What follows belongs to an exercise in optimizing a design on an open flow for small area, a short achievable clock period and few clock cycles per item; a production flow would make more cautious choices.
In this exercise RTL edits were held to simulation tests only and were not proved equivalent to the original.
Power and IR drop assume default switching activity.

File: flow/run.sh
#!/bin/bash
# The standard layout (standard.sh, unchanged synthesis), with the port
# buffers made of a plain buffer cell instead of the one buffer_ports picks.
set -uo pipefail
export BUFFER_PORTS_ARGS="-buffer_cell sky130_fd_sc_hd__buf_1"
bash standard.sh > standard.log 2>&1
File: standard.sh
#!/bin/bash
# synth_recipe.tcl (not shown) runs the flow's synth.tcl, then flattens the netlist and writes it again
# the make line also repeats each setting of config.mk as NAME=value (left out here)
make -C /OpenROAD-flow-scripts/flow DESIGN_CONFIG=/design/flow/config.mk WORK_HOME=/design/flow/orfs CLKGATE_MAP_FILE= SYNTH_SCRIPT=/design/flow/synth_recipe.tcl "${@:-finish}"
File: config.mk
export PLATFORM = sky130hd
export DESIGN_NAME = calculadora_top
export DESIGN_NICKNAME = calculadora_top
export VERILOG_FILES = /design/flow/design.v
export SDC_FILE = /design/flow/constraint.sdc
export NUM_CORES = 4
export LEC_CHECK = 0
export CAP_MARGIN = 20
export CORE_MARGIN = 2
export CORE_UTILIZATION = 40
export PLACE_DENSITY = 0.6
export SETUP_SLACK_MARGIN = 2.1
export SLEW_MARGIN = 20
File: constraint.sdc
create_clock -name core_clock -period 5.0 [get_ports {clock}]
set_input_delay 1.0000 -clock core_clock [delete_from_list [all_inputs] [get_ports {clock}]]
set_output_delay 1.0000 -clock core_clock [all_outputs]
set_load 0.01 [all_outputs]
File: design.v
module display (
    input  logic [3:0] data,
    output logic [6:0] segments
);
    always_comb begin
        case (data)
            4'b0000: segments = 7'b1111110;  
            4'b0001: segments = 7'b0110000;  
            4'b0010: segments = 7'b1101101;  
            4'b0011: segments = 7'b1111001;  
            4'b0100: segments = 7'b0110011;  
            4'b0101: segments = 7'b1011011;  
            4'b0110: segments = 7'b1011111;  
            4'b0111: segments = 7'b1110000;  
            4'b1000: segments = 7'b1111111;  
            4'b1001: segments = 7'b1110011;  
            default: segments = 7'b0000000;
        endcase
    end
endmodule
module control (
    input  logic [2:0]  position,
    input  logic [3:0]  digit,
    input  logic        clock,
    input  logic        reset,
    output logic [63:0] segments_out
);
    logic [6:0] seg_in;
    logic [6:0] seg [8];
    display dec (.data(digit), .segments(seg_in));
    always_ff @(posedge clock or posedge reset) begin
        if (reset) begin
            for (int i = 0; i < 8; i++) seg[i] <= 7'b1111110;  
        end else begin
            seg[position] <= seg_in;
        end
    end
    always_comb begin
        for (int i = 0; i < 8; i++) segments_out[8*i +: 8] = {seg[i], 1'b0};
    end
endmodule
module calculadora (
    input  logic [3:0]  cmd,
    input  logic        clock,
    input  logic        reset,
    output logic [1:0]  status,
    output logic [3:0]  data,
    output logic [2:0]  position,
    output logic [31:0] result
);
    localparam logic [3:0] CMD_RES = 4'b1110, CMD_CLR = 4'b1111;
    logic s_idle, s_ina, s_op, s_inb, s_done, s_err;
    logic n_idle, n_ina, n_op, n_inb, n_done, n_err;
    logic [26:0] x;        
    logic [31:0] vs, vc;   
    logic        mul, add, sub;       
    logic        n_mul, n_add, n_sub;
    logic        m_mul;    
    logic        m_as;     
    logic        b_add;    
    logic        b_sub;    
    logic        inv_a;    
    logic [31:0] acc;      
    logic        sat_r;    
    logic [3:0]  data_r;
    logic [2:0]  pos_r;
    wire is_dig = (cmd <= 4'd9);
    wire is_op  = (cmd == 4'd10) || (cmd == 4'd11) || (cmd == 4'd12);
    wire is_res = (cmd == CMD_RES);
    wire is_clr = (cmd == CMD_CLR);
    wire full   = (pos_r == 3'd7);    
    wire in_num = s_ina | s_inb;
    always_comb begin
        {n_idle, n_ina, n_op, n_inb, n_done, n_err} = {s_idle, s_ina, s_op, s_inb, s_done, s_err};
        if (s_idle) begin
            if (is_dig) begin n_idle = 1'b0; n_ina = 1'b1; end
        end
        if (s_ina) begin
            if (is_op) begin n_ina = 1'b0; n_op = 1'b1; end
            else if (is_dig & full) begin n_ina = 1'b0; n_err = 1'b1; end
            else if (is_clr) begin n_ina = 1'b0; n_idle = 1'b1; end
        end
        if (s_op) begin
            if (is_dig) begin n_op = 1'b0; n_inb = 1'b1; end
            else if (is_clr) begin n_op = 1'b0; n_idle = 1'b1; end
            else if (is_res) begin n_op = 1'b0; n_err = 1'b1; end
        end
        if (s_inb) begin
            if (is_res) begin n_inb = 1'b0; n_done = 1'b1; end
            else if (is_dig & full) begin n_inb = 1'b0; n_err = 1'b1; end
            else if (is_clr) begin n_inb = 1'b0; n_op = 1'b1; end
        end
        if (s_done) begin
            if (is_clr | is_dig) begin n_done = 1'b0; n_idle = 1'b1; end
        end
        if (s_err) begin
            if (is_clr) begin n_err = 1'b0; n_idle = 1'b1; end
        end
        {n_mul, n_add, n_sub} = {mul, add, sub};
        if ((s_ina | s_op) & is_op) begin
            n_mul = (cmd == 4'd12);
            n_add = (cmd == 4'd10);
            n_sub = (cmd == 4'd11);
        end
    end
    wire [31:0] a32 = {5'd0, x};
    wire [31:0] hs  = vs;
    wire [31:0] hc  = vc;
    wire        v_clr = n_idle | n_op;
    wire [2:0]  lo1 = m_mul ? {2'b00, cmd[1] & cmd[0]}                
                          : (cmd[3] ? {2'b11, cmd[0]} : cmd[2:0]);
    wire [2:0]  lo3 = (b_add | b_sub) ? {cmd[3], ~cmd[3], 1'b0}
                    : m_mul ? 3'd0 : {1'b0, cmd[3], 1'b0};
    wire [31:0] u1 = {hs[28:0], lo1};
    wire [31:0] u2 = {hs[30:0], 1'b0};
    wire [31:0] u3 = {hc[28:0], lo3};
    wire [31:0] u4 = {hc[30:0], 1'b0};
    wire        sel8 = cmd[3] | (cmd[2] & cmd[1] & cmd[0]);
    wire        sel4 = ~cmd[3] & (cmd[2] ^ (cmd[1] & cmd[0]));
    wire [31:0] u5 = m_mul ? (sel8 ? {a32[28:0], 3'b000} : sel4 ? {a32[29:0], 2'b00} : 32'd0)
                   : b_add ? ~{a32[28:0], 3'b000}
                   : b_sub ? {a32[28:0], 3'b111}
                   : 32'd0;
    logic [31:0] u6;
    always_comb begin
        if (m_as) u6 = a32 ^ {32{inv_a}};
        else if (!m_mul) u6 = 32'd0;
        else case (cmd[1:0])
            2'd0: u6 = 32'd0;
            2'd1: u6 = a32;
            2'd2: u6 = {a32[30:0], 1'b0};
            2'd3: u6 = ~a32;
        endcase
    end
    function automatic logic [63:0] csa(input logic [31:0] a, b, c);
        logic [31:0] s, cy;
        s  = a ^ b ^ c;
        cy = (a & b) | (a & c) | (b & c);
        csa = {s, cy[30:0], 1'b0};
    endfunction
    wire [63:0] l1 = csa(u1, u2, u3);
    wire [63:0] l2 = csa(l1[63:32], l1[31:0], u4);
    wire [63:0] l3a = csa(l2[63:32], l2[31:0], u6);
    wire [63:0] l3 = csa(l3a[63:32], l3a[31:0], u5);
    wire [31:0] r = vs + vc;
    always_ff @(posedge clock) begin
        if (s_ina) x <= r[26:0];
        {mul, add, sub} <= {n_mul, n_add, n_sub};
    end
    always_ff @(posedge clock or posedge reset) begin
        if (reset) begin
            s_idle <= 1'b1; s_ina <= 1'b0; s_op <= 1'b0;
            s_inb  <= 1'b0; s_done <= 1'b0; s_err <= 1'b0;
            vs     <= 32'd0; vc <= 32'd0;
            m_mul  <= 1'b0; m_as <= 1'b0;
            b_add  <= 1'b0; b_sub <= 1'b0; inv_a <= 1'b0;
            acc    <= 32'd0;
            sat_r  <= 1'b0;
            data_r <= 4'd0;
            pos_r  <= 3'd0;
        end else begin
            {s_idle, s_ina, s_op, s_inb, s_done, s_err} <= {n_idle, n_ina, n_op, n_inb, n_done, n_err};
            if (v_clr) begin
                vs <= 32'd0;
                vc <= 32'd0;
            end else if (is_dig & (s_idle | s_ina | s_op | s_inb)) begin
                vs <= l3[63:32];
                vc <= l3[31:0];
            end
            m_mul <= (n_op | n_inb) & n_mul;
            m_as  <= (n_op | n_inb) & ~n_mul;
            b_add <= n_inb & n_add;
            b_sub <= n_inb & n_sub;
            inv_a <= (n_inb & n_add) | (n_op & n_sub);
            if (s_inb & is_res) begin
                acc   <= r ^ {32{sub}};
                sat_r <= sub & ~r[27];
            end
            if (is_dig & (s_idle | s_op)) begin
                data_r <= cmd; pos_r <= 3'd0;
            end else if (is_dig & in_num & ~full) begin
                data_r <= cmd; pos_r <= pos_r + 3'd1;
            end else if (is_op & s_ina) begin
                data_r <= CMD_CLR; pos_r <= 3'd0;
            end else if (is_op & s_op) begin
                data_r <= cmd; pos_r <= 3'd0;
            end else if (is_clr & s_ina) begin
                pos_r <= 3'd0;
            end else if (is_clr & (s_op | s_inb | s_done | s_err)) begin
                data_r <= CMD_CLR; pos_r <= 3'd0;
            end
        end
    end
    assign status   = {s_err, 1'b0};
    assign data     = data_r;
    assign position = pos_r;
    assign result   = acc | {32{sat_r}};
endmodule
module calculadora_top (
    input logic clock,      
    input logic reset,      
    input logic [3:0] cmd,  
    output logic [1:0] status,
    output logic [3:0] data,
    output logic [3:0] position,
    output logic [63:0] segments,
    output logic [31:0] result
);
    logic [2:0] pos3;
    calculadora dut_calculadora (
        .clock(clock),
        .reset(reset),
        .cmd(cmd),
        .status(status),
        .data(data),
        .position(pos3),
        .result(result)
    );
    control dut_control (
        .clock(clock),
        .reset(reset),
        .position(pos3),
        .digit(data),
        .segments_out(segments)
    );
    assign position = {1'b0, pos3};
endmodule
==> results of run 1 <==
[registers in the layout, indices dropped and copies added, names as in the netlist, 3 cells and up]
signal	count
dut_calculadora.x	27
dut_calculadora.data_r	4
dut_control.seg	56
dut_calculadora.vs	32
dut_calculadora.pos_r	3
dut_calculadora.vc	31
dut_calculadora.acc	32
[power by group through the flow]
stage	Combinational, mW	Clock [mW]	Sequential (mW)
floorplan	3.13	0	2.66
global placement	3.96	0	2.72
detailed placement	4.12	0	2.73
CTS	4.24	1.54	2.70
global route	5.06	1.61	2.80
finish	4.39	1.50	2.73
[worst max path at each step]
stage                                   to  slack [ns]  cells past startpoint
finish               dut_calculadora.sat_r        1.93                     13
CTS                  dut_calculadora.sat_r        1.84                     13
detailed placement  dut_calculadora.vs[10]        1.06                      8
floorplan            dut_calculadora.vs[3]        1.61                      8
global route         dut_calculadora.sat_r        1.80                     13
global placement     dut_calculadora.vs[5]        1.12                      9
[through the flow]
step	hold slack (ns)	utilization, %
final	0.466	47.6
after floorplan	0.415	-
after global placement	0.436	42.9
after global routing	0.502	47.6
after detailed placement	0.436	42.9
after CTS	0.458	46.0
[cell usage in the layout, fill, tap and decap left out, types with 6 or more instances in the layout]
cell	instances
buf_12	8
buf_4	49
nand3_1	10
a221o_1	23
or2_2	34
edfxtp_1	27
a22oi_1	25
nor2_1	67
a21oi_1	109
conb_1	10
fa_2	33
ha_1	40
buf_6	13
dfstp_2	49
dfrtp_2	41
o21ai_0	86
fa_1	84
dfrtp_1	78
a21o_1	16
xor2_1	11
buf_1	98
a21oi_2	21
clkbuf_16	20
nor3_1	6
a211oi_1	27
o21ai_1	15
nand2_1	230
nor2b_1	33
xnor2_1	51
inv_1	154
[cell type report]
class	count	area [um^2]
well taps	461	577
fillers	3338	18500
clock inverters	14	184
flip-flops and latches	200	5250
clock buffers	18	450
multi-input cells	1058	8630
inverters	161	611
repair buffers	174	1160
[cell families after synthesis]
| family | synth area share, % |
|---|---|
| DFF | 36.3 |
| and+or+nand+nor | 13.0 |
| AOI/OAI and AO/OA | 17.5 |
| adders and majority gates | 20.6 |
| buffers and inverters | 7.44 |
| muxes | 0.499 |
| other | 0.0262 |
| xor gates and xnor gates | 4.66 |
[worst min-delay path: stages (launching register included)]
cell	delay (ns)
dfxtp_1	0.32
nand2_1	0.04
o31ai_1	0.07
[layer usage]
metal	GRT usage, %	up-vias	wire (um)
met2	33.9	292	18200
met4	6.67	0	823
li1	-	5182	-
met1	28.5	5471	17200
met5	0	-	0
met3	3.82	50	2010
[timing repair]
item                       in CTS  in global routing
resized for setup              59                 93
setup buffers                  25                 28
setup endpoints to repair      86                 88
gates cloned                    2                  2
pin swaps                      30                 56
hold buffers                    0                  0
==> results.sh, run 1 <==
export IMPL_p_seq_share_pct=31.6
export IMPL_ys_top_cells_by_area="dfrtp_1 (21%), fa_1 (16%), dfstp_2 (9.0%), nand2_1 (6.1%), edfxtp_1 (5.7%)"
export IMPL_cp_slowest_cell="dfrtp_2"
export IMPL_routedWlPerCell_um=18.3
export IMPL_critical_path_class="reg2reg"
export IMPL_synthArstFlopShare_pct=85.0
export IMPL_ys_warn_count=4
export IMPL_skew_ns=0.0119
export IMPL_fin_ws_ns=1.93
export IMPL_endpoint_kind="flop"
export IMPL_synth_common_cells="nand2_1 (234), inv_1 (161), a21oi_1 (128)"
export IMPL_dr_pass1_iters=5
export IMPL_cpMostUsedCell="nand2_1"
export IMPL_track_usage_pct=20.9
export IMPL_setup_tns_ns=0
export IMPL_layout_drive_gt1_share_pct=22.3
export IMPL_cpLargestDelayFamily="compound AO/OA/AOI/OAI gates"
export IMPL_htreeDepth=4
export IMPL_cp_arrival_ns=3.42
export IMPL_slew_viol_final=0
export IMPL_drt_iter0_markers=707
export IMPL_power_leakage_nw=7.26
export IMPL_cts_tree="done"
export IMPL_core_um2=35400
export IMPL_grt_start_max_net_pins=95
export IMPL_r2r_end="dut_calculadora.sat_r"
export IMPL_first_global_vias=11100
export IMPL_holdPathStages=2
export IMPL_required_ns=5.36
export IMPL_tightest_slew_ns=0.900
export IMPL_drcViolationCount=0
export IMPL_reg2regPathDepth=13
export IMPL_power_mw=8.62
export IMPL_worstPathCellList="ha_4, fa_2, a21o_1, a221o_2, nand4_1, a31oi_4, o31ai_4, o21bai_2, nand2_1, nand2_1, xnor2_1, ha_1, mux2_2"
export IMPL_fin_crit_sh_pct=61.3
export IMPL_clock_tree_root_cell="clkbuf_16"
export IMPL_place_inst=1997
export IMPL_cpPeakStageDelay_ns=0.44
export IMPL_vias_per_cell=5.27
export IMPL_fin_crit_ns=3.07
export IMPL_rows=69
export IMPL_vdd_ir_drop_max_uv=291
export IMPL_overflow=0
export IMPL_clock_latency_ns=0.47
export IMPL_max_freq_mhz=326
export IMPL_placed_cell_area_um2=15200
export IMPL_rsz0062_at_grt="yes"
export IMPL_sw_frac_of_total_pct=44.2
export IMPL_antenna_found_initial=0
export IMPL_hold_violations=0
export IMPL_cts_max_path_buffers=2
export IMPL_dp_hpwl_um=25400
export IMPL_die_width_um=193
export IMPL_grt_pass1_wl_um=60100
export IMPL_ant_nets=0
export IMPL_post_place_ws_ns=1.06
export IMPL_initial_core_util_pct=40.4
export IMPL_status="timing/DRC/antenna clean"
export IMPL_critPathLaunchType="flop"
export IMPL_ys_ff_latch=200
export IMPL_io_buffers=101
export IMPL_num_vias=11000
export IMPL_cts_clk_slew_worst_paths_ns=0.09
export IMPL_synth_top_area_cell="dfrtp_1"
export IMPL_cts_buffers=17
export IMPL_yosysMostFrequentCell="nand2_1"
export IMPL_syn_cell_area_um2=14300
export IMPL_design_area_um2=16900
export IMPL_hp_start="dut_calculadora.add"
export IMPL_final_setup_viol_count=0
export IMPL_ys_seq_area_share_pct=36.3
export IMPL_syn2layout_area_growth_pct=17.9
export IMPL_slew_headroom_pct=40.0
export IMPL_p_clk_share_pct=17.4
export IMPL_hp_class="reg2reg"
export IMPL_crit_start="dut_calculadora.vs[1]"
export IMPL_p_comb_share_pct=51.0
export IMPL_cap_violations=0
export IMPL_finalNonFillerCells=2086
export IMPL_clock_sinks=200
export IMPL_dieArea_um2=37300
export IMPL_ff2ff_setup_slack_ns=1.93
export IMPL_r2r_start="dut_calculadora.vs[1]"
export IMPL_synth_avg_cell_area_um2=9.51
export IMPL_holdPathEnd="dut_calculadora.add"
export IMPL_power_density_nw_per_um2=511
export IMPL_yosysTopAreaCellShare_pct=21.2
export IMPL_synth_main_ff_cell="dfrtp_1"
export IMPL_path_buf_inv=0
export IMPL_wl_um=38200
export IMPL_crit_path_max_fanout=2
export IMPL_fp_dieH_um=193
export IMPL_syn_inst=1504
export IMPL_final_nets=1783
export IMPL_yosysUniqueCellTypes=86
export IMPL_antenna_cells=0
export IMPL_gp_congestion=0.819
export IMPL_switchingPower_mw=3.81
export IMPL_internal_power_mw=4.81
export IMPL_synth_edf_count=27
export IMPL_pin_count=112
Testbench counts, summed over its fixed seeds: cycles 18,612, ops 1,600.
==> inputs of run 2 (changes only) <==
--- a/config.mk
+++ b/config.mk
@@ -7,7 +7,7 @@
 export LEC_CHECK = 0
 export CAP_MARGIN = 20
 export CORE_MARGIN = 2
-export CORE_UTILIZATION = 40
-export PLACE_DENSITY = 0.6
+export CORE_UTILIZATION = 50
+export PLACE_DENSITY = 0.75
 export SETUP_SLACK_MARGIN = 2.1
 export SLEW_MARGIN = 20
==> results.sh, run 2 <==
export IMPL_status="timing/DRC/antenna clean"
export IMPL_core_um2=28000
export IMPL_clock_sinks=200
export IMPL_fin_crit_ns=3.07
export IMPL_ys_warn_count=4
export IMPL_synth_fa_ha_area_share_pct=20.6
export IMPL_rows=61
export IMPL_top_register="dut_control.seg"
export IMPL_cap_violations=0
export IMPL_vdd_ir_drop_max_uv=260
export IMPL_routedWlPerCell_um=17.6
export IMPL_cts_tree="done"
export IMPL_hold_violations=0
export IMPL_yosysMostFrequentCell="nand2_1"
export IMPL_track_usage_pct=23.4
export IMPL_post_place_ws_ns=1.01
export IMPL_fin_crit_sh_pct=61.3
export IMPL_critPathLaunchType="flop"
export IMPL_ff2ff_setup_slack_ns=1.93
export IMPL_crit_path_end="dut_calculadora.acc[15]"
export IMPL_synth_edf_count=27
export IMPL_cts_clk_slew_worst_paths_ns=0.09
export IMPL_final_setup_viol_count=0
export IMPL_fp_dieH_um=173
export IMPL_ant_nets=0
export IMPL_synthArstFlopShare_pct=85.0
export IMPL_antenna_cells=0
export IMPL_crit_start="dut_calculadora.vc[1]"
export IMPL_num_vias=11200
export IMPL_wl_um=35200
export IMPL_route_met3_wl_um=2400
export IMPL_synth_avg_cell_area_um2=9.51
export IMPL_finalNonFillerCells=2002
export IMPL_setup_tns_ns=0
export IMPL_r2r_start="dut_calculadora.vc[1]"
export IMPL_grt_start_max_net_pins=130
export IMPL_ys_seq_area_share_pct=36.3
export IMPL_syn_cell_area_um2=14300
export IMPL_yosysTopAreaCellShare_pct=21.2
export IMPL_power_leakage_nw=7.23
export IMPL_synth_xor_area_share_pct=4.66
export IMPL_dieArea_um2=30000
export IMPL_whs_ns=0.429
export IMPL_power_density_nw_per_um2=524
export IMPL_synth_top_area_cell="dfrtp_1"
export IMPL_pin_count=112
export IMPL_drcViolationCount=0
export IMPL_endpoint_kind="flop"
export IMPL_dr_pass1_iters=7
export IMPL_clock_latency_ns=0.46
export IMPL_overflow=0
export IMPL_clock_tree_root_cell="clkbuf_16"
export IMPL_cpPeakStageDelay_ns=0.43
export IMPL_slew_headroom_pct=41.1
export IMPL_drt_iter0_markers=984
export IMPL_crit_path_max_fanout=2
export IMPL_skew_ns=0.0175
export IMPL_dp_hpwl_um=23600
export IMPL_grt_pass1_wl_um=56400
export IMPL_synth_common_cells="nand2_1 (234), inv_1 (161), a21oi_1 (128)"
export IMPL_synthMuxAreaShare_pct=0.499
export IMPL_io_buffers=101
export IMPL_slew_viol_final=0
export IMPL_critical_path_class="reg2reg"
export IMPL_rsz0062_at_grt="yes"
export IMPL_max_freq_mhz=326
export IMPL_tightest_slew_ns=0.884
export IMPL_largestRegisters="dut_control.seg: 56 flops, dut_calculadora.acc: 32 flops, dut_calculadora.vs: 32 flops"
export IMPL_cts_max_path_buffers=2
export IMPL_layout_drive_gt1_share_pct=21.6
export IMPL_cp_arrival_ns=3.39
export IMPL_ys_top_cells_by_area="dfrtp_1 (21%), fa_1 (16%), dfstp_2 (9.0%), nand2_1 (6.1%), edfxtp_1 (5.7%)"
export IMPL_fin_ws_ns=1.93
export IMPL_path_buf_inv=3
export IMPL_fill_cells=2319
export IMPL_worstPathCellList="ha_2, fa_2, a21o_1, a221o_2, buf_4, buf_6, a21o_4, a31o_4, a31oi_4, buf_4, xnor2_2, xnor2_1, o21ai_0"
export IMPL_r2r_end="dut_calculadora.acc[15]"
export IMPL_final_nets=1782
export IMPL_synth_compound_area_share_pct=17.5
export IMPL_hp_class="in2async"
export IMPL_layout_commonest_cell="nand2_1"
export IMPL_crit_cells=13
export IMPL_vias_per_cell=5.59
export IMPL_cts_buffers=17
export IMPL_largest_register_ffs=56
export IMPL_synth_simple_area_share_pct=13.0
export IMPL_cpMostUsedCell="buf_4"
export IMPL_reg2regPathDepth=13
export IMPL_first_global_vias=10800
export IMPL_gp_congestion=0.866
export IMPL_synth_top_family_by_area="adder cells"
export IMPL_yosysUniqueCellTypes=86
export IMPL_syn2layout_area_growth_pct=15.4
export IMPL_wl_met2_um=16900
export IMPL_syn_inst=1504
export IMPL_initial_core_util_pct=51.1
export IMPL_ys_ff_latch=200
export IMPL_m1WireLength_um=15300
export IMPL_required_ns=5.32
export IMPL_mostFrequentLayoutCells="nand2_1 (229), inv_1 (154), a21oi_1 (111)"
export IMPL_htreeDepth=4
export IMPL_cp_slowest_cell="dfrtp_2"
export IMPL_antenna_found_initial=0
export IMPL_die_width_um=173
export IMPL_place_inst=1914
export IMPL_top_layer="met4"
export IMPL_cpLargestDelayFamily="compound AO/OA/AOI/OAI gates"
export IMPL_synth_main_ff_cell="dfrtp_1"
run 2: cell types whose count changed in the layout (fill, tap and decap cells not counted), moves of 2 or more:
cell | previous run | this run
a21oi_1 | 109 | 111
buf_12 | 8 | 3
buf_4 | 49 | 58
buf_8 | 3 | 1
clkbuf_16 | 20 | 17
ha_1 | 40 | 45
ha_4 | 5 | 1
inv_12 | 5 | 8
inv_16 | 0 | 2
o21ai_1 | 15 | 17
run 2: metrics by stage:
stage          utilization (%)  total power [mW]  cell area (um^2)
2_1_floorplan                -              5.78             14700
3_3_place_gp              53.8              6.60             15100
3_5_place_dp              53.8              6.80             15100
4_1_cts                   57.4              8.50             16100
5_1_grt                   58.9              9.41             16500
6_report                  58.9              8.64             16500
run 2: cells by family after synthesis:
group	count (synthesis)
compound gates	384
xor+xnor	72
fa+ha+maj	166
buf+inv	256
flops	200
mux	7
other cells	1
simple gates	418
run 2: worst min-delay path by stage:
| stage | startpoint | to | slack, ns | cells after the start |
|---|---|---|---|---|
| after global placement | dut_calculadora.add | dut_calculadora.add | 0.44 | 2 |
| final | reset | dut_calculadora.acc[5] | 0.43 | 2 |
| after floorplan | dut_calculadora.add | dut_calculadora.add | 0.42 | 2 |
| after global routing | reset | dut_calculadora.acc[5] | 0.43 | 2 |
| after detailed placement | dut_calculadora.add | dut_calculadora.add | 0.44 | 2 |
| after CTS | reset | dut_calculadora.acc[5] | 0.43 | 2 |
run 2: final cells by class:
cell class / count / area (um^2) / area share [%]
Timing Repair Buffer: 174 / 1030 / 6.25
Sequential cell: 200 / 5250 / 31.8
Multi-Input combinational cell: 1057 / 8480 / 51.4
Clock buffer: 17 / 425 / 2.58
Clock inverter: 15 / 231 / 1.40
Tap cell: 378 / 473 / 2.87
Inverter: 161 / 611 / 3.70
run 2: layer usage:
layer  global-route usage (%)  up-vias
met4                     6.21        0
li1                         -     5168
met5                        0        -
met3                     3.91       57
met1                     32.4     5530
met2                     38.3      444
run 2: worst reg2reg max path, cell delays in order, from the launching register on:
cell,delay (ns)
dfrtp_2,0.43
ha_2,0.19
fa_2,0.34
a21o_1,0.18
a221o_2,0.41
buf_4,0.16
buf_6,0.12
a21o_4,0.19
a31o_4,0.23
a31oi_4,0.19
buf_4,0.15
xnor2_2,0.12
xnor2_1,0.14
o21ai_0,0.09
run 2: repair_timing:
item / 4_1_cts / 5_1_grt
buffers inserted: 29 / 27
setup endpoints to repair: 120 / 89
hold buffers: 0 / 0
hold endpoints to repair: 0 / 0
pin swaps: 19 / 30
gates resized for setup: 50 / 76
run 2: where the power goes:
part           switching, mW  internal, mW
Clock                  0.835         0.725
Sequential             0.493          2.22
Combinational           2.52          1.85
==> inputs of run 3 (changes only) <==
--- a/design.v
+++ b/design.v
@@ -61,6 +61,7 @@
     logic        b_sub;    
     logic        inv_a;    
     logic [31:0] acc;      
+    logic        inv_r;    
     logic        sat_r;    
     logic [3:0]  data_r;
     logic [2:0]  pos_r;
@@ -155,6 +156,7 @@
             m_mul  <= 1'b0; m_as <= 1'b0;
             b_add  <= 1'b0; b_sub <= 1'b0; inv_a <= 1'b0;
             acc    <= 32'd0;
+            inv_r  <= 1'b0;
             sat_r  <= 1'b0;
             data_r <= 4'd0;
             pos_r  <= 3'd0;
@@ -173,7 +175,8 @@
             b_sub <= n_inb & n_sub;
             inv_a <= (n_inb & n_add) | (n_op & n_sub);
             if (s_inb & is_res) begin
-                acc   <= r ^ {32{sub}};
+                acc   <= r;
+                inv_r <= sub;
                 sat_r <= sub & ~r[27];
             end
             if (is_dig & (s_idle | s_op)) begin
@@ -194,7 +197,7 @@
     assign status   = {s_err, 1'b0};
     assign data     = data_r;
     assign position = pos_r;
-    assign result   = acc | {32{sat_r}};
+    assign result   = (acc ^ {32{inv_r}}) | {32{sat_r}};
 endmodule
 module calculadora_top (
     input logic clock,      
--- a/config.mk
+++ b/config.mk
@@ -7,7 +7,7 @@
 export LEC_CHECK = 0
 export CAP_MARGIN = 20
 export CORE_MARGIN = 2
-export CORE_UTILIZATION = 50
-export PLACE_DENSITY = 0.75
+export CORE_UTILIZATION = 40
+export PLACE_DENSITY = 0.6
 export SETUP_SLACK_MARGIN = 2.1
 export SLEW_MARGIN = 20
==> results.sh, run 3 <==
export IMPL_drcViolationCount=0
export IMPL_ys_top_cells_by_area="dfrtp_1 (21%), fa_1 (16%), dfstp_2 (8.9%), a21oi_1 (5.9%), nand2_1 (5.8%)"
export IMPL_htreeDepth=1
export IMPL_critical_path_class="in2reg"
export IMPL_ff2ff_setup_slack_ns=2.05
export IMPL_dr_pass1_iters=21
export IMPL_io_buffers=101
export IMPL_cts_tree="done"
export IMPL_layout_drive_gt1_share_pct=18.9
export IMPL_pin_count=112
export IMPL_synthMuxAreaShare_pct=1.58
export IMPL_slew_headroom_pct=33.8
export IMPL_power_density_nw_per_um2=561
export IMPL_rsz0062_at_grt="yes"
export IMPL_antenna_found_initial=0
export IMPL_overflow=0
export IMPL_fin_crit_ns=2.96
export IMPL_mostFrequentLayoutCells="nand2_1 (223), inv_1 (154), a21oi_1 (146)"
export IMPL_final_core_util_pct=47.5
export IMPL_cts_buffers=24
export IMPL_status="timing/DRC/antenna clean"
export IMPL_placed_cell_area_um2=15400
export IMPL_synth_compound_area_share_pct=16.9
export IMPL_final_setup_viol_count=0
export IMPL_slew_viol_final=0
export IMPL_clock_latency_ns=0.54
export IMPL_dieArea_um2=37800
export IMPL_synth_top_family_by_area="adder cells"
export IMPL_endpoint_kind="flop"
export IMPL_fin_crit_sh_pct=59.2
export IMPL_setup_tns_ns=0
export IMPL_yosysTopAreaCellShare_pct=21.0
export IMPL_initial_core_util_pct=40.7
export IMPL_synth_top_area_cell="dfrtp_1"
export IMPL_cp_arrival_ns=3.40
export IMPL_track_usage_pct=21.0
export IMPL_antenna_cells=0
export IMPL_syn2layout_area_growth_pct=16.7
export IMPL_first_global_vias=11300
export IMPL_synth_simple_area_share_pct=13.9
export IMPL_layout_commonest_cell="nand2_1"
export IMPL_rows=69
export IMPL_routedWlPerCell_um=18.6
export IMPL_synth_avg_cell_area_um2=9.31
export IMPL_clock_sinks=201
export IMPL_cap_violations=0
export IMPL_design_area_um2=16900
export IMPL_syn_cell_area_um2=14500
export IMPL_drt_iter0_markers=798
export IMPL_vias_per_cell=5.37
export IMPL_whs_ns=0.470
export IMPL_power_leakage_nw=7.35
export IMPL_synthArstFlopShare_pct=85.1
export IMPL_synth_fa_ha_area_share_pct=20.3
export IMPL_ys_warn_count=4
export IMPL_ys_seq_area_share_pct=35.9
export IMPL_syn_inst=1559
export IMPL_cts_clk_slew_worst_paths_ns=0.06
export IMPL_largest_register_ffs=56
export IMPL_postCtsHoldBufs=0
export IMPL_finalNonFillerCells=2129
export IMPL_yosysUniqueCellTypes=68
export IMPL_hp_class="reg2reg"
export IMPL_hold_violations=0
export IMPL_yosysMostFrequentCell="nand2_1"
export IMPL_synth_edf_count=27
export IMPL_required_ns=5.44
export IMPL_tightest_slew_ns=0.993
export IMPL_core_um2=35700
export IMPL_synth_xor_area_share_pct=4.29
export IMPL_die_width_um=194
export IMPL_cts_max_path_buffers=3
export IMPL_skew_ns=0.0323
export IMPL_synth_main_ff_cell="dfrtp_1"
export IMPL_grt_pass1_wl_um=63000
export IMPL_top_register="dut_control.seg"
export IMPL_ant_nets=0
export IMPL_power_mw=9.49
export IMPL_fp_dieH_um=194
export IMPL_synth_common_cells="nand2_1 (225), a21oi_1 (170), inv_1 (158)"
export IMPL_final_nets=1820
export IMPL_grt_start_max_net_pins=172
export IMPL_max_freq_mhz=338
export IMPL_critPathLaunchType="input port"
export IMPL_clock_tree_root_cell="clkbuf_16"
export IMPL_vdd_ir_drop_max_uv=229
export IMPL_ys_ff_latch=201
export IMPL_dp_hpwl_um=27500
export IMPL_gp_congestion=0.847
export IMPL_crit_path_max_fanout=7
export IMPL_post_place_ws_ns=1.25
export IMPL_fill_cells=3331
export IMPL_wl_um=39600
export IMPL_fin_ws_ns=2.04
export IMPL_largestRegisters="dut_control.seg: 56 flops, dut_calculadora.acc: 32 flops, dut_calculadora.vs: 32 flops"
export IMPL_place_inst=2047
export IMPL_num_vias=11400
## run 3: layout make-up
cell class,instances,area [um^2],share of cell area (%)
inverters,158,599,3.54
repair buffers,158,956,5.65
well taps,461,577,3.41
clock inverters,7,55.1,0.325
flip-flops and latches,201,5280,31.2
multi-input cells,1107,8680,51.3
clock buffers,37,785,4.64
## run 3: cell families after synthesis
family / after synthesis
and+or+nand+nor: 457
muxes: 21
DFF: 201
other: 1
buffers and inverters: 260
adders and majority gates: 165
AOI/OAI and AO/OA: 383
xor gates and xnor gates: 71
## run 3: metal layers
metal  wire, um  GRT usage [%]
met2      18700           33.8
met3       2570           4.08
met1      17300           28.6
met5          0              0
met4       1050           6.38
## run 3: critical path, stage by stage
cell	delay, ns
buf_2	0.18
a32oi_4	0.34
buf_6	0.15
buf_12	0.11
nor2_1	0.04
a221o_1	0.29
fa_1	0.48
fa_2	0.55
nand2_2	0.07
a21oi_2	0.18
## run 3: repair_timing
item / CTS / global route
endpoints found under the setup margin: 96 / 70
setup buffers: 17 / 18
gates resized for setup: 38 / 69
pin swaps: 7 / 28
cloned: 1 / 2
endpoints found under the hold margin: 0 / 0
## run 3: power breakdown
part,switching [mW],internal (mW),total (mW)
logic,2.92,1.93,4.85
clock network,0.739,1.09,1.83
registers,0.520,2.30,2.82
total,4.18,5.31,9.49
## run 3: final timing paths
kind / depth (start not counted) / to / from
min reg2reg: 1 / dut_calculadora.add / dut_calculadora.add
max in group asynchronous: 3 / dut_calculadora.vc[11] / reset
max: 10 / dut_calculadora.vs[17] / cmd[1]
max reg2reg: 10 / dut_calculadora.vs[17] / dut_calculadora.m_mul
min: 1 / dut_calculadora.add / dut_calculadora.add
min in group asynchronous: 3 / dut_calculadora.vs[31] / reset
Testbench counts of run 3, summed over its fixed seeds: cycles 18,612, ops 1,600.
==> inputs of run 4 (changes only) <==
--- a/config.mk
+++ b/config.mk
@@ -9,5 +9,5 @@
 export CORE_MARGIN = 2
 export CORE_UTILIZATION = 40
 export PLACE_DENSITY = 0.6
-export SETUP_SLACK_MARGIN = 2.1
+export SETUP_SLACK_MARGIN = 2.3
 export SLEW_MARGIN = 20
==> results.sh, run 4 <==
export IMPL_cap_violations=0
export IMPL_hp_class="reg2reg"
export IMPL_pin_count=112
export IMPL_final_nets=1841
export IMPL_cts_max_path_buffers=3
export IMPL_multiInputGateArea_um2=9120
export IMPL_antenna_found_initial=1
export IMPL_placed_cell_area_um2=15400
export IMPL_synthArstFlopShare_pct=85.1
export IMPL_syn_cell_area_um2=14500
export IMPL_tightest_slew_ns=1.04
export IMPL_register_area_um2=5280
export IMPL_routedWlPerCell_um=19.1
export IMPL_required_ns=5.40
export IMPL_syn2layout_area_growth_pct=21.2
export IMPL_drcViolationCount=0
export IMPL_place_inst=2044
export IMPL_hold_violations=0
export IMPL_endpoint_kind="flop"
export IMPL_num_vias=11600
export IMPL_grt_pass1_wl_um=64300
export IMPL_max_freq_mhz=348
export IMPL_yosysMostFrequentCell="nand2_1"
export IMPL_finalNonFillerCells=2149
export IMPL_synth_top_area_cell="dfrtp_1"
export IMPL_postCtsHoldBufs=0
export IMPL_setup_tns_ns=0
export IMPL_synth_edf_count=27
export IMPL_design_area_um2=17600
export IMPL_drt_iter0_markers=779
export IMPL_slew_headroom_pct=30.3
export IMPL_grt_use_met1_pct=30.3
export IMPL_htreeDepth=1
export IMPL_ant_nets=0
export IMPL_largest_register_ffs=56
export IMPL_core_um2=35700
export IMPL_wl_um=41100
export IMPL_synth_common_cells="nand2_1 (225), a21oi_1 (170), inv_1 (158)"
export IMPL_fin_crit_sh_pct=57.4
export IMPL_cts_tree="done"
export IMPL_vdd_ir_drop_max_uv=226
export IMPL_slew_viol_final=0
export IMPL_ys_warn_count=4
export IMPL_cts_buffers=24
export IMPL_mostFrequentLayoutCells="nand2_1 (224), inv_1 (147), a21oi_1 (145)"
export IMPL_critical_path_class="in2reg"
export IMPL_power_mw=9.52
export IMPL_cp_arrival_ns=3.27
export IMPL_yosysUniqueCellTypes=68
export IMPL_die_width_um=194
export IMPL_final_core_util_pct=49.3
export IMPL_overflow=0
export IMPL_track_usage_pct=21.3
export IMPL_rows=69
export IMPL_skew_ns=0.0254
export IMPL_fill_cells=3275
export IMPL_fin_crit_ns=2.87
export IMPL_layout_commonest_cell="nand2_1"
export IMPL_final_setup_viol_count=0
export IMPL_power_density_nw_per_um2=541
export IMPL_io_buffers=101
export IMPL_grt_start_max_net_pins=172
export IMPL_dp_hpwl_um=27200
export IMPL_clock_sinks=201
export IMPL_critPathLaunchType="input port"
export IMPL_crit_path_max_fanout=7
export IMPL_initial_core_util_pct=40.7
export IMPL_ys_ff_latch=201
export IMPL_fp_dieH_um=194
export IMPL_grt_util_met2_pct=35.1
export IMPL_grt_busiest_layer="met2"
export IMPL_status="timing/DRC/antenna clean"
export IMPL_clock_latency_ns=0.53
export IMPL_dr_pass1_iters=25
export IMPL_clock_tree_root_cell="clkbuf_16"
export IMPL_grtUsageMet3_pct=2.85
export IMPL_rsz0062_at_grt="yes"
export IMPL_largestRegisters="dut_control.seg: 56 flops, dut_calculadora.acc: 32 flops, dut_calculadora.vs: 32 flops"
export IMPL_top_register="dut_control.seg"
export IMPL_dieArea_um2=37800
export IMPL_vias_per_cell=5.40
export IMPL_syn_inst=1559
export IMPL_power_leakage_nw=7.56
export IMPL_synth_avg_cell_area_um2=9.31
export IMPL_yosysTopAreaCellShare_pct=21.0
export IMPL_synth_main_ff_cell="dfrtp_1"
export IMPL_first_global_vias=11400
export IMPL_cts_clk_slew_worst_paths_ns=0.07
export IMPL_ys_seq_area_share_pct=35.9
export IMPL_ys_top_cells_by_area="dfrtp_1 (21%), fa_1 (16%), dfstp_2 (8.9%), a21oi_1 (5.9%), nand2_1 (5.8%)"
export IMPL_layout_drive_gt1_share_pct=25.1
export IMPL_gp_congestion=0.860
export IMPL_antenna_cells=0
==> run 4: cell count changes in the layout (fill, tap and decap cells not counted), sizes merged <==
cell | before | now
clkbuf | 41 | 37
or2 | 2 | 3
inv | 157 | 159
bufinv | 0 | 1
buf | 154 | 172
clkinv | 5 | 7
==> run 4: layout make-up <==
| class | count | area share, % |
|---|---|---|
| clock buffers | 31 | 3.68 |
| multi-input cells | 1108 | 51.9 |
| inverters | 158 | 3.41 |
| well taps | 461 | 3.28 |
| flip-flops and latches | 201 | 30.0 |
| clock inverters | 12 | 0.612 |
| repair buffers | 178 | 7.08 |
==> run 4: routing by layer <==
layer | share of wire [%] | vias to the layer above
met5 | 0 | -
met4 | 1.7 | 0
met3 | 5.4 | 41
met2 | 48 | 276
met1 | 45 | 5892
li1 | - | 5399
==> run 4: what timing repair did <==
item	CTS	global route
setup buffers	33	23
gates resized for setup	87	156
gates cloned	2	4
endpoints found under the setup margin	133	98
pin swaps	29	46
==> run 4: per-stage QoR <==
| step | hold slack (ns) | setup WS (ns) |
|---|---|---|
| floorplan | 0.429 | 1.60 |
| global placement | 0.456 | 1.07 |
| detailed placement | 0.463 | 0.990 |
| CTS | 0.477 | 2.14 |
| global route | 0.492 | 2.06 |
| finish | 0.478 | 2.13 |
==> run 4: worst paths after layout <==
kind                                       start                     end  slack, ns  cells past startpoint
max in group asynchronous                  reset   dut_calculadora.vs[8]       3.46                      3
min in group asynchronous                  reset  dut_calculadora.vc[31]       0.71                      3
min reg2reg                dut_control.seg[1][6]   dut_control.seg[1][6]       0.48                      2
max reg2reg                dut_calculadora.vc[5]   dut_calculadora.vs[8]       2.15                      8
min                        dut_control.seg[1][6]   dut_control.seg[1][6]       0.48                      2
max                                       cmd[0]  dut_calculadora.vs[19]       2.13                     11
==> run 4: cell families after synthesis <==
kind of cell,after synthesis,share of synthesized area (%)
xor gates and xnor gates,71,4.29
adders and majority gates,165,20.3
and+or+nand+nor,457,13.9
buffers and inverters,260,7.09
muxes,21,1.58
AOI/OAI and AO/OA,383,16.9
other,1,0.0258
DFF,201,35.9
==> run 4: power breakdown <==
part | total [mW] | internal [mW] | leakage [nW] | switching (mW)
clock network | 1.70 | 0.971 | 0.370 | 0.734
logic | 4.98 | 2.05 | 4.86 | 2.93
registers | 2.83 | 2.30 | 2.33 | 0.536
total | 9.52 | 5.32 | 7.56 | 4.20
==> run 4: critical path: stages <==
cell and delay (ns):
buf_1 0.08, buf_6 0.13, a32oi_4 0.35, buf_12 0.16, buf_16 0.12, nor2_1 0.04, a221o_1 0.28, fa_2 0.54
fa_2 0.43, nand2_1 0.07, a21oi_1 0.06
==> inputs of run 5 (changes only) <==
--- a/config.mk
+++ b/config.mk
@@ -7,7 +7,7 @@
 export LEC_CHECK = 0
 export CAP_MARGIN = 20
 export CORE_MARGIN = 2
-export CORE_UTILIZATION = 40
-export PLACE_DENSITY = 0.6
-export SETUP_SLACK_MARGIN = 2.3
+export CORE_UTILIZATION = 50
+export PLACE_DENSITY = 0.75
+export SETUP_SLACK_MARGIN = 2.1
 export SLEW_MARGIN = 20
==> results.sh, run 5 <==
export IMPL_pin_count=112
export IMPL_largest_register_ffs=56
export IMPL_yosysTopAreaCellShare_pct=21.0
export IMPL_dr_pass1_iters=7
export IMPL_fin_crit_ns=2.92
export IMPL_synth_edf_count=27
export IMPL_synth_top_area_cell="dfrtp_1"
export IMPL_slew_viol_final=0
export IMPL_rsz0062_at_grt="yes"
export IMPL_grt_busiest_layer="met2"
export IMPL_cp_arrival_ns=3.36
export IMPL_register_area_um2=5280
export IMPL_cts_tree="done"
export IMPL_syn2layout_area_growth_pct=16.5
export IMPL_p_seq_share_pct=29.8
export IMPL_yosysUniqueCellTypes=68
export IMPL_r2r_start="dut_calculadora.vc[15]"
export IMPL_wl_um=38800
export IMPL_ant_nets=0
export IMPL_core_um2=28600
export IMPL_top_register="dut_control.seg"
export IMPL_ys_seq_area_share_pct=35.9
export IMPL_yosysMostFrequentCell="nand2_1"
export IMPL_vdd_ir_drop_max_uv=264
export IMPL_power_density_nw_per_um2=560
export IMPL_rows=62
export IMPL_mostFrequentLayoutCells="nand2_1 (221), a21oi_1 (154), inv_1 (153)"
export IMPL_tightest_slew_ns=1.10
export IMPL_dieArea_um2=30400
export IMPL_antenna_cells=0
export IMPL_crit_start="cmd[2]"
export IMPL_slew_headroom_pct=26.9
export IMPL_cap_violations=0
export IMPL_io_buffers=101
export IMPL_drt_iter0_markers=944
export IMPL_synthArstFlopShare_pct=85.1
export IMPL_grt_start_max_net_pins=172
export IMPL_antenna_found_initial=0
export IMPL_layout_commonest_cell="nand2_1"
export IMPL_critical_path_class="in2reg"
export IMPL_switchingPower_mw=4.16
export IMPL_post_place_ws_ns=1.05
export IMPL_hold_violations=0
export IMPL_ff2ff_setup_slack_ns=2.10
export IMPL_grt_pass1_wl_um=61400
export IMPL_overflow=0
export IMPL_synth_common_cells="nand2_1 (225), a21oi_1 (170), inv_1 (158)"
export IMPL_synth_avg_cell_area_um2=9.31
export IMPL_power_mw=9.46
export IMPL_reg2regPathDepth=8
export IMPL_fp_dieH_um=174
export IMPL_internal_power_mw=5.30
export IMPL_largestRegisters="dut_control.seg: 56 flops, dut_calculadora.acc: 32 flops, dut_calculadora.vs: 32 flops"
export IMPL_routedWlPerCell_um=18.8
export IMPL_clock_latency_ns=0.53
export IMPL_setup_tns_ns=0
export IMPL_htreeDepth=1
export IMPL_power_leakage_nw=7.37
export IMPL_drcViolationCount=0
export IMPL_required_ns=5.45
export IMPL_track_usage_pct=25.1
export IMPL_num_vias=11800
export IMPL_sw_frac_of_total_pct=44.0
export IMPL_cts_clk_slew_worst_paths_ns=0.06
export IMPL_cts_buffers=24
export IMPL_status="timing/DRC/antenna clean"
export IMPL_vias_per_cell=5.71
export IMPL_ys_warn_count=4
export IMPL_initial_core_util_pct=50.7
export IMPL_fin_crit_sh_pct=58.3
export IMPL_hp_class="reg2reg"
export IMPL_max_freq_mhz=343
export IMPL_clock_sinks=201
export IMPL_endpoint_kind="flop"
export IMPL_grt_util_met2_pct=41.3
export IMPL_fin_ws_ns=2.08
export IMPL_synth_main_ff_cell="dfrtp_1"
export IMPL_whs_ns=0.480
export IMPL_die_width_um=174
export IMPL_ys_top_cells_by_area="dfrtp_1 (21%), fa_1 (16%), dfstp_2 (8.9%), a21oi_1 (5.9%), nand2_1 (5.8%)"
export IMPL_fill_cells=2374
export IMPL_layout_drive_gt1_share_pct=19.1
export IMPL_hp_start="dut_control.seg[0][1]"
export IMPL_r2r_end="dut_calculadora.vs[18]"
export IMPL_clock_tree_root_cell="clkbuf_16"
export IMPL_critPathLaunchType="input port"
export IMPL_multiInputGateArea_um2=8640
export IMPL_cts_max_path_buffers=3
export IMPL_grtUsageMet3_pct=4.27
export IMPL_gp_congestion=0.919
export IMPL_postCtsHoldBufs=0
export IMPL_skew_ns=0.0220
export IMPL_dp_hpwl_um=26100
export IMPL_crit_path_max_fanout=2
export IMPL_first_global_vias=11600
export IMPL_final_nets=1829
export IMPL_p_comb_share_pct=52.1
export IMPL_syn_cell_area_um2=14500
export IMPL_syn_inst=1559
export IMPL_ys_ff_latch=201
export IMPL_final_setup_viol_count=0
export IMPL_p_clk_share_pct=18.1
export IMPL_holdPathEnd="dut_control.seg[0][1]"
export IMPL_grt_use_met1_pct=33.8
export IMPL_holdPathStages=2
[run 5: worst max-delay path, cell delays in order]
cell and delay [ns]:
clkbuf_2 0.09, buf_6 0.10, o21bai_4 0.07, fa_2 0.52, inv_1 0.05, fa_2 0.33, inv_2 0.07, fa_1 0.44
fa_2 0.47, a211oi_2 0.23
[run 5: area by class of cell]
| class | instances | share of cell area (%) |
|---|---|---|
| clock inverter | 4 | 0.200 |
| inverter | 158 | 3.55 |
| tap | 384 | 2.84 |
| clock buffer | 38 | 4.41 |
| multi-input combinational | 1107 | 51.2 |
| timing repair buffer | 167 | 6.58 |
| sequential | 201 | 31.3 |
[run 5: cell families after synthesis]
family,after synthesis,share of synthesized area [%]
XOR/XNOR,71,4.29
other,1,0.0258
adder cells (fa/ha/maj),165,20.3
buffers and inverters,260,7.09
AO/OA/AOI/OAI,383,16.9
multiplexers,21,1.58
AND/OR/NAND/NOR,457,13.9
flip-flops,201,35.9
[run 5: how the worst max path moves through the flow]
| stage | to | depth (start not counted) | slack, ns |
|---|---|---|---|
| 6_report | dut_calculadora.vs[3] | 10 | 2.08 |
| 3_5_place_dp | dut_calculadora.vs[3] | 9 | 1.05 |
| 2_1_floorplan | dut_calculadora.vs[3] | 10 | 1.60 |
| 5_1_grt | dut_calculadora.vs[3] | 10 | 2.01 |
| 3_3_place_gp | dut_calculadora.vs[3] | 9 | 1.09 |
| 4_1_cts | dut_calculadora.vs[27] | 8 | 2.10 |
[run 5: power by group through the flow]
stage,combinational [mW],sequential (mW),clock (mW)
finish,4.93,2.82,1.71
global route,5.62,2.88,1.82
CTS,4.75,2.80,1.75
detailed placement,4.67,2.83,0
global placement,4.42,2.81,0
floorplan,3.36,2.78,0
[run 5: layer usage]
metal | up-vias | part of all wire, %
met5 | - | 0
met4 | 0 | 3.4
met3 | 82 | 7.0
met2 | 441 | 48
met1 | 5854 | 41
li1 | 5381 | -
[run 5: what timing repair did]
| item | 4_1_cts | 5_1_grt |
|---|---|---|
| gates cloned | 1 | 3 |
| pin swaps | 1 | 26 |
| setup buffers | 12 | 33 |
| endpoints found under the setup margin | 100 | 73 |
| resized for setup | 31 | 85 |
[run 5: through the flow]
stage	util [%]	cell area, um^2	cells
4_1_cts	57.1	16300	2023
3_3_place_gp	53.6	15300	1968
5_1_grt	59.0	16900	2059
6_report	59.0	16900	2059
2_1_floorplan	-	14800	1568
3_5_place_dp	53.6	15300	1968
==> inputs of run 6 (changes only) <==
==> flow/run.sh (replaced) <==
#!/bin/bash
# The standard layout (standard.sh, unchanged synthesis), with the port
# buffers made of a plain buffer cell instead of the one buffer_ports picks,
# and the resizer free to use any cell of the same function.
set -uo pipefail
export BUFFER_PORTS_ARGS="-buffer_cell sky130_fd_sc_hd__buf_1"
bash standard.sh synth > synth.log 2>&1
bash standard.sh MATCH_CELL_FOOTPRINT=0 finish > standard.log 2>&1
--- a/config.mk
+++ b/config.mk
@@ -9,5 +9,5 @@
 export CORE_MARGIN = 2
 export CORE_UTILIZATION = 50
 export PLACE_DENSITY = 0.75
-export SETUP_SLACK_MARGIN = 2.1
+export SETUP_SLACK_MARGIN = 2.3
 export SLEW_MARGIN = 20
==> results.sh, run 6 <==
export IMPL_status="timing/DRC/antenna clean"
export IMPL_first_global_vias=12000
export IMPL_synth_avg_cell_area_um2=9.31
export IMPL_ys_seq_area_share_pct=35.9
export IMPL_syn2layout_area_growth_pct=20.2
export IMPL_cts_buffers=24
export IMPL_slew_headroom_pct=37.5
export IMPL_track_usage_pct=26.0
export IMPL_synth_main_ff_cell="dfrtp_1"
export IMPL_synth_top_area_cell="dfrtp_1"
export IMPL_fp_dieH_um=174
export IMPL_dp_hpwl_um=25200
export IMPL_pin_count=112
export IMPL_cts_tree="done"
export IMPL_ys_ff_latch=201
export IMPL_wl_um=40200
export IMPL_vdd_ir_drop_max_uv=251
export IMPL_fin_crit_ns=2.93
export IMPL_initial_core_util_pct=50.7
export IMPL_clock_tree_root_cell="clkbuf_16"
export IMPL_vias_per_cell=5.73
export IMPL_syn_cell_area_um2=14500
export IMPL_critical_path_class="in2reg"
export IMPL_layout_drive_gt1_share_pct=24.4
export IMPL_critPathLaunchType="input port"
export IMPL_routedWlPerCell_um=19.2
export IMPL_finalNonFillerCells=2097
export IMPL_drt_iter0_markers=1024
export IMPL_rsz0062_at_grt="yes"
export IMPL_top_register="dut_control.seg"
export IMPL_place_inst=1970
export IMPL_final_nets=1866
export IMPL_mostFrequentLayoutCells="nand2_1 (223), inv_1 (146), a21oi_1 (128)"
export IMPL_htreeDepth=1
export IMPL_setup_tns_ns=0
export IMPL_ant_nets=0
export IMPL_dieArea_um2=30400
export IMPL_dr_pass1_iters=6
export IMPL_skew_ns=0.0101
export IMPL_clock_latency_ns=0.52
export IMPL_final_setup_viol_count=0
export IMPL_core_um2=28600
export IMPL_antenna_cells=0
export IMPL_post_place_ws_ns=1.12
export IMPL_ys_warn_count=4
export IMPL_yosysTopAreaCellShare_pct=21.0
export IMPL_drcViolationCount=0
export IMPL_synth_edf_count=27
export IMPL_power_leakage_nw=7.52
export IMPL_endpoint_kind="flop"
export IMPL_power_density_nw_per_um2=562
export IMPL_hold_violations=0
export IMPL_layout_commonest_cell="nand2_1"
export IMPL_num_vias=12000
export IMPL_clock_sinks=201
export IMPL_gp_congestion=0.922
export IMPL_grt_pass1_wl_um=63900
export IMPL_die_width_um=174
export IMPL_yosysMostFrequentCell="nand2_1"
export IMPL_required_ns=5.37
export IMPL_slew_viol_final=0
export IMPL_synth_common_cells="nand2_1 (225), a21oi_1 (170), inv_1 (158)"
export IMPL_fill_cells=2300
export IMPL_synthArstFlopShare_pct=85.1
export IMPL_cp_arrival_ns=3.30
export IMPL_syn_inst=1559
export IMPL_antenna_found_initial=0
export IMPL_io_buffers=101
export IMPL_cap_violations=0
export IMPL_fin_crit_sh_pct=58.7
export IMPL_tightest_slew_ns=0.937
export IMPL_max_freq_mhz=341
export IMPL_yosysUniqueCellTypes=68
export IMPL_cts_clk_slew_worst_paths_ns=0.06
export IMPL_rows=62
export IMPL_power_mw=9.80
export IMPL_crit_path_max_fanout=6
export IMPL_design_area_um2=17400
export IMPL_placed_cell_area_um2=15300
export IMPL_largestRegisters="dut_control.seg: 56 flops, dut_calculadora.acc: 32 flops, dut_calculadora.vs: 32 flops"
export IMPL_largest_register_ffs=56
export IMPL_fin_ws_ns=2.07
export IMPL_ys_top_cells_by_area="dfrtp_1 (21%), fa_1 (16%), dfstp_2 (8.9%), a21oi_1 (5.9%), nand2_1 (5.8%)"
export IMPL_cts_max_path_buffers=3
export IMPL_hp_class="reg2reg"
export IMPL_overflow=0
export IMPL_grt_start_max_net_pins=172
==> run 6: per-stage QoR <==
stage,utilization [%],hold WS [ns]
after floorplan,-,0.429
after global placement,53.6,0.455
after detailed placement,53.6,0.456
after CTS,59.2,0.469
after global routing,60.9,0.497
final,60.9,0.471
==> run 6: where the power goes <==
| group | switching [mW] | internal, mW | total, mW |
|---|---|---|---|
| clock network | 0.733 | 1.03 | 1.76 |
| registers | 0.525 | 2.30 | 2.83 |
| logic | 3.05 | 2.16 | 5.21 |
| total | 4.31 | 5.49 | 9.80 |
==> run 6: worst paths after layout <==
kind                                       start                endpoint  slack, ns  cells after the start
max in group asynchronous                  reset   dut_calculadora.sat_r       3.49                      3
hold / removal               dut_calculadora.add     dut_calculadora.add       0.47                      1
setup / recovery                          cmd[3]   dut_calculadora.vs[3]       2.07                     10
hold reg to reg              dut_calculadora.add     dut_calculadora.add       0.47                      1
min in group asynchronous                  reset   dut_control.seg[2][0]       0.77                      3
setup reg to reg           dut_calculadora.vc[9]  dut_calculadora.vs[12]       2.13                      8
==> run 6: metal layers <==
metal | GRT usage, % | wire, um | share of wire, %
met5 | 0 | 0 | 0
met1 | 36.4 | 16900 | 42
met2 | 41.2 | 18300 | 45
met4 | 7.84 | 1420 | 3.5
met3 | 5.21 | 3650 | 9.1
==> run 6: kinds of logic (layout without fill, tap and decap cells) <==
group           count (synthesis)  in the layout  share of synthesized area (%)
flops                         201            201                           35.9
buf+inv                       260            403                           7.09
other cells                     1             10                         0.0258
mux                            21             21                           1.58
compound gates                383            384                           16.9
fa+ha+maj                     165            165                           20.3
simple gates                  457            458                           13.9
xor+xnor                       71             71                           4.29
==> run 6: worst max-delay path, cell delays in order <==
cell      delay, ns
buf_1          0.09
buf_6          0.15
o21ai_4        0.07
fa_2           0.54
inv_2          0.04
fa_2           0.33
inv_2          0.06
fa_1           0.42
fa_2           0.54
a211oi_2       0.06
==> run 6: cell type report <==
type                    count  area (um^2)  area share [%]
multi-input cells        1109         8960            51.4
flip-flops and latches    201         5280            30.3
repair buffers            202         1340            7.68
clock buffers              31          691            3.96
inverters                 158          599            3.44
well taps                 384          480            2.76
clock inverters            12         88.8           0.510
==> run 6: timing repair <==
action                     CTS  global route
setup endpoints to repair   77            75
pin swaps                   39            44
gates cloned                 4             1
hold endpoints to repair     0             0
gates resized for setup    106            86
buffers inserted            60            19
hold buffers                 0             0
==> inputs of run 7 (changes only) <==
--- a/config.mk
+++ b/config.mk
@@ -9,5 +9,5 @@
 export CORE_MARGIN = 2
 export CORE_UTILIZATION = 50
 export PLACE_DENSITY = 0.75
-export SETUP_SLACK_MARGIN = 2.3
+export SETUP_SLACK_MARGIN = 1.9
 export SLEW_MARGIN = 20
==> results.sh, run 7 <==
export IMPL_first_global_vias=11500
export IMPL_pin_count=112
export IMPL_drcViolationCount=0
export IMPL_layout_commonest_cell="nand2_1"
export IMPL_tightest_slew_ns=0.993
export IMPL_final_nets=1783
export IMPL_critical_path_class="in2reg"
export IMPL_antenna_cells=0
export IMPL_drt_iter0_markers=923
export IMPL_dr_pass1_iters=5
export IMPL_vdd_ir_drop_max_uv=265
export IMPL_clock_sinks=201
export IMPL_synth_top_area_cell="dfrtp_1"
export IMPL_hold_violations=0
export IMPL_die_width_um=174
export IMPL_dp_hpwl_um=25600
export IMPL_required_ns=5.46
export IMPL_initial_core_util_pct=50.7
export IMPL_final_setup_viol_count=0
export IMPL_cts_tree="done"
export IMPL_syn_inst=1559
export IMPL_track_usage_pct=24.7
export IMPL_htreeDepth=1
export IMPL_max_freq_mhz=333
export IMPL_ys_ff_latch=201
export IMPL_finalNonFillerCells=2015
export IMPL_placed_cell_area_um2=15300
export IMPL_fp_dieH_um=174
export IMPL_grt_start_max_net_pins=172
export IMPL_synth_edf_count=27
export IMPL_endpoint_kind="flop"
export IMPL_yosysTopAreaCellShare_pct=21.0
export IMPL_synthArstFlopShare_pct=85.1
export IMPL_crit_path_max_fanout=26
export IMPL_syn_cell_area_um2=14500
export IMPL_cp_arrival_ns=3.46
export IMPL_cts_max_path_buffers=3
export IMPL_power_mw=9.28
export IMPL_post_place_ws_ns=1.31
export IMPL_yosysMostFrequentCell="nand2_1"
export IMPL_rows=62
export IMPL_dieArea_um2=30400
export IMPL_synth_avg_cell_area_um2=9.31
export IMPL_ant_nets=0
export IMPL_core_um2=28600
export IMPL_syn2layout_area_growth_pct=11.8
export IMPL_ys_warn_count=4
export IMPL_num_vias=11500
export IMPL_fin_crit_ns=3.00
export IMPL_power_density_nw_per_um2=572
export IMPL_largest_register_ffs=56
export IMPL_rsz0062_at_grt="yes"
export IMPL_fin_ws_ns=2.00
export IMPL_synth_common_cells="nand2_1 (225), a21oi_1 (170), inv_1 (158)"
export IMPL_mostFrequentLayoutCells="nand2_1 (224), a21oi_1 (169), inv_1 (154)"
export IMPL_antenna_found_initial=1
export IMPL_status="timing/DRC/antenna clean"
export IMPL_wl_um=37100
export IMPL_ys_seq_area_share_pct=35.9
export IMPL_cap_violations=0
export IMPL_design_area_um2=16200
export IMPL_cts_buffers=24
export IMPL_synth_main_ff_cell="dfrtp_1"
export IMPL_setup_tns_ns=0
export IMPL_vias_per_cell=5.71
export IMPL_top_register="dut_control.seg"
export IMPL_hp_class="reg2reg"
export IMPL_overflow=0
export IMPL_fin_crit_sh_pct=60.0
export IMPL_slew_viol_final=0
export IMPL_clock_latency_ns=0.54
export IMPL_layout_drive_gt1_share_pct=11.7
export IMPL_largestRegisters="dut_control.seg: 56 flops, dut_calculadora.acc: 32 flops, dut_calculadora.vs: 32 flops"
export IMPL_yosysUniqueCellTypes=68
export IMPL_clock_tree_root_cell="clkbuf_16"
export IMPL_critPathLaunchType="input port"
export IMPL_grt_pass1_wl_um=60300
export IMPL_gp_congestion=0.902
export IMPL_io_buffers=101
export IMPL_place_inst=1968
export IMPL_skew_ns=0.0117
export IMPL_ys_top_cells_by_area="dfrtp_1 (21%), fa_1 (16%), dfstp_2 (8.9%), a21oi_1 (5.9%), nand2_1 (5.8%)"
export IMPL_slew_headroom_pct=33.8
export IMPL_routedWlPerCell_um=18.4
export IMPL_cts_clk_slew_worst_paths_ns=0.07
export IMPL_power_leakage_nw=7.18
## run 7: report_power, final
group | internal, mW | leakage (nW) | switching [mW]
sequential | 2.27 | 2.39 | 0.528
combinational | 1.81 | 4.38 | 2.81
clock | 1.12 | 0.411 | 0.748
total | 5.20 | 7.18 | 4.08
## run 7: critical path: stages
cell and delay [ns]:
clkbuf_2 0.20, nor2b_1 0.20, nand2_1 0.10, mux2i_4 0.14
buf_4 0.36, a221o_1 0.23, fa_1 0.44, fa_2 0.55
nand2_1 0.05, a21oi_1 0.17
## run 7: cell type report
cell class,instances,area (um^2)
well taps,384,480
multi-input cells,1107,8470
clock inverters,14,175
flip-flops and latches,201,5230
repair buffers,121,589
fillers,2434,12400
clock buffers,30,674
inverters,158,597
## run 7: repair_timing
| action | in CTS | in global routing |
|---|---|---|
| buffers inserted | 1 | 2 |
| hold buffers | 0 | 0 |
| setup endpoints to repair | 76 | 55 |
| resized for setup | 7 | 8 |
## run 7: final timing paths
check / from / to / slack, ns / depth (start not counted)
max: cmd[1] / dut_calculadora.vs[14] / 2.00 / 10
min: dut_control.seg[0][1] / dut_control.seg[0][1] / 0.48 / 2
max reg2reg: dut_calculadora.vc[11] / dut_calculadora.vs[14] / 2.00 / 8
min reg2reg: dut_control.seg[0][1] / dut_control.seg[0][1] / 0.48 / 2
max in group asynchronous: reset / dut_calculadora.vc[1] / 3.47 / 3
min in group asynchronous: reset / dut_calculadora.s_op / 0.70 / 3
## run 7: cell families after synthesis
kind of cell / after synthesis / share of synthesized area [%]
simple gates: 457 / 13.9
compound gates: 383 / 16.9
buf+inv: 260 / 7.09
flops: 201 / 35.9
fa+ha+maj: 165 / 20.3
xor+xnor: 71 / 4.29
mux: 21 / 1.58
other cells: 1 / 0.0258
## run 7: metal layers
| metal | vias up | global-route usage (%) | part of all wire (%) |
|---|---|---|---|
| li1 | 5297 | - | - |
| met1 | 5691 | 33.5 | 42 |
| met3 | 67 | 4.35 | 7.7 |
| met2 | 450 | 40.3 | 48 |
| met5 | - | 0 | 0 |
| met4 | 0 | 8.23 | 2.7 |
## run 7: stage by stage
stage	hold slack, ns	util, %
after floorplan	0.429	-
after global placement	0.452	53.4
after detailed placement	0.458	53.4
after CTS	0.471	56.5
after global routing	0.497	56.6
final	0.477	56.6
==> inputs of run 8 (changes only) <==
--- a/config.mk
+++ b/config.mk
@@ -9,5 +9,5 @@
 export CORE_MARGIN = 2
 export CORE_UTILIZATION = 50
 export PLACE_DENSITY = 0.75
-export SETUP_SLACK_MARGIN = 1.9
+export SETUP_SLACK_MARGIN = 2.1
 export SLEW_MARGIN = 20
==> results.sh, run 8 <==
export IMPL_fin_crit_sh_pct=58.9
export IMPL_layout_commonest_cell="nand2_1"
export IMPL_cts_buffers=22
export IMPL_final_nets=1800
export IMPL_hp_start="dut_control.seg[0][0]"
export IMPL_ys_top_cells_by_area="dfrtp_1 (21%), fa_1 (16%), dfstp_2 (8.9%), a21oi_1 (5.9%), nand2_1 (5.8%)"
export IMPL_yosysMostFrequentCell="nand2_1"
export IMPL_dp_hpwl_um=25300
export IMPL_wl_um=37300
export IMPL_dr_pass1_iters=8
export IMPL_clock_latency_ns=0.53
export IMPL_mostFrequentLayoutCells="nand2_1 (224), a21oi_1 (155), inv_1 (153)"
export IMPL_dieArea_um2=30400
export IMPL_crit_path_end="dut_calculadora.vs[11]"
export IMPL_routedWlPerCell_um=18.4
export IMPL_rsz0062_at_grt="yes"
export IMPL_final_setup_viol_count=0
export IMPL_status="timing/DRC/antenna clean"
export IMPL_top_register="dut_control.seg"
export IMPL_fp_dieH_um=174
export IMPL_design_area_um2=16500
export IMPL_drcViolationCount=0
export IMPL_tightest_slew_ns=0.958
export IMPL_postCtsHoldBufs=0
export IMPL_yosysUniqueCellTypes=68
export IMPL_synth_edf_count=27
export IMPL_setup_tns_ns=0
export IMPL_drt_iter0_markers=855
export IMPL_hold_violations=0
export IMPL_fill_cells=2427
export IMPL_htreeDepth=1
export IMPL_crit_path_max_fanout=26
export IMPL_cts_clk_slew_worst_paths_ns=0.06
export IMPL_synth_common_cells="nand2_1 (225), a21oi_1 (170), inv_1 (158)"
export IMPL_vdd_ir_drop_max_uv=242
export IMPL_skew_ns=0.0186
export IMPL_slew_viol_final=0
export IMPL_yosysTopAreaCellShare_pct=21.0
export IMPL_placed_cell_area_um2=15300
export IMPL_critPathLaunchType="flop"
export IMPL_power_mw=9.17
export IMPL_ys_seq_area_share_pct=35.9
export IMPL_syn2layout_area_growth_pct=13.9
export IMPL_core_um2=28600
export IMPL_r2r_start="dut_calculadora.m_mul"
export IMPL_endpoint_kind="flop"
export IMPL_vias_per_cell=5.76
export IMPL_ant_nets=0
export IMPL_whs_ns=0.477
export IMPL_clock_sinks=201
export IMPL_power_leakage_nw=7.25
export IMPL_ys_warn_count=4
export IMPL_synth_avg_cell_area_um2=9.31
export IMPL_cap_violations=0
export IMPL_fin_crit_ns=2.94
export IMPL_synth_main_ff_cell="dfrtp_1"
export IMPL_largestRegisters="dut_control.seg: 56 flops, dut_calculadora.acc: 32 flops, dut_calculadora.vs: 32 flops"
export IMPL_syn_inst=1559
export IMPL_place_inst=1967
export IMPL_die_width_um=174
export IMPL_grt_pass1_wl_um=61300
export IMPL_synth_top_area_cell="dfrtp_1"
export IMPL_power_density_nw_per_um2=555
export IMPL_synthArstFlopShare_pct=85.1
export IMPL_track_usage_pct=24.8
export IMPL_hp_class="reg2reg"
export IMPL_max_freq_mhz=340
export IMPL_antenna_found_initial=0
export IMPL_layout_drive_gt1_share_pct=15.3
export IMPL_largest_register_ffs=56
export IMPL_cp_arrival_ns=3.40
run 8: cell counts after synthesis:
No cell type changed its count.
run 8: area by class of cell:
type | count | area [um^2] | share of cell area [%]
multi-input cells | 1107 | 8620 | 52.1
inverters | 158 | 599 | 3.63
well taps | 384 | 480 | 2.91
repair buffers | 140 | 832 | 5.03
clock buffers | 29 | 661 | 4.00
clock inverters | 11 | 97.6 | 0.590
flip-flops and latches | 201 | 5240 | 31.7
run 8: logic make-up (layout without fill, tap and decap cells):
family,count (synthesis),after routing,share of synthesized area [%]
buffers and inverters,260,338,7.09
and+or+nand+nor,457,457,13.9
adders and majority gates,165,165,20.3
other,1,10,0.0258
muxes,21,21,1.58
DFF,201,201,35.9
AOI/OAI and AO/OA,383,383,16.9
xor gates and xnor gates,71,71,4.29
run 8: timing repair:
item                                    CTS  global route
endpoints found under the setup margin   83            51
pin swaps                                 4             6
gates resized for setup                  39            30
buffers inserted                         17             3
endpoints found under the hold margin     0             0
gates cloned                              2             1
run 8: through the flow:
stage / util (%) / setup slack [ns]
2_1_floorplan: - / 1.64
3_3_place_gp: 53.5 / 1.13
3_5_place_dp: 53.5 / 1.03
4_1_cts: 57.3 / 2.08
5_1_grt: 57.7 / 1.99
6_report: 57.7 / 2.06
run 8: critical path: stages, from the launching register on:
cell and delay [ns]:
dfrtp_4 0.50, buf_4 0.15, buf_4 0.17, nor2b_4 0.13, nand2_1 0.10, mux2i_4 0.09, buf_12 0.18, a221o_1 0.35
fa_2 0.46, fa_2 0.52, nand2_1 0.06, a21oi_2 0.15
run 8: worst min path at each step:
stage,end,slack [ns],cells past startpoint
detailed placement,dut_control.seg[0][0],0.47,2
global route,dut_control.seg[1][1],0.50,2
CTS,dut_control.seg[1][4],0.48,2
floorplan,dut_calculadora.inv_r,0.43,2
finish,dut_control.seg[0][0],0.48,2
global placement,dut_calculadora.add,0.45,1
run 8: report_power, final:
part           switching (mW)  internal [mW]  leakage (nW)
logic                    2.81           1.84          4.50
registers               0.553           2.28          2.38
clock network           0.706          0.991         0.376
total                    4.07           5.11          7.25
run 8: metal layers:
layer,up-vias,track usage [%],share of wire [%]
met2,489,40.0,46
met3,102,3.94,7.3
met4,0,8.19,3.1
li1,5316,-,-
met1,5788,34.5,43
met5,-,0,0

Re-timed with assumed drivers on the ports (clkbuf_16 on the clock, buf_2 on other inputs), run 8 has 2.057 ns of setup slack against 2.057 ns with ideal ports, and 1.523 ns once port delays also move by the mid clock arrival of 0.573 ns.
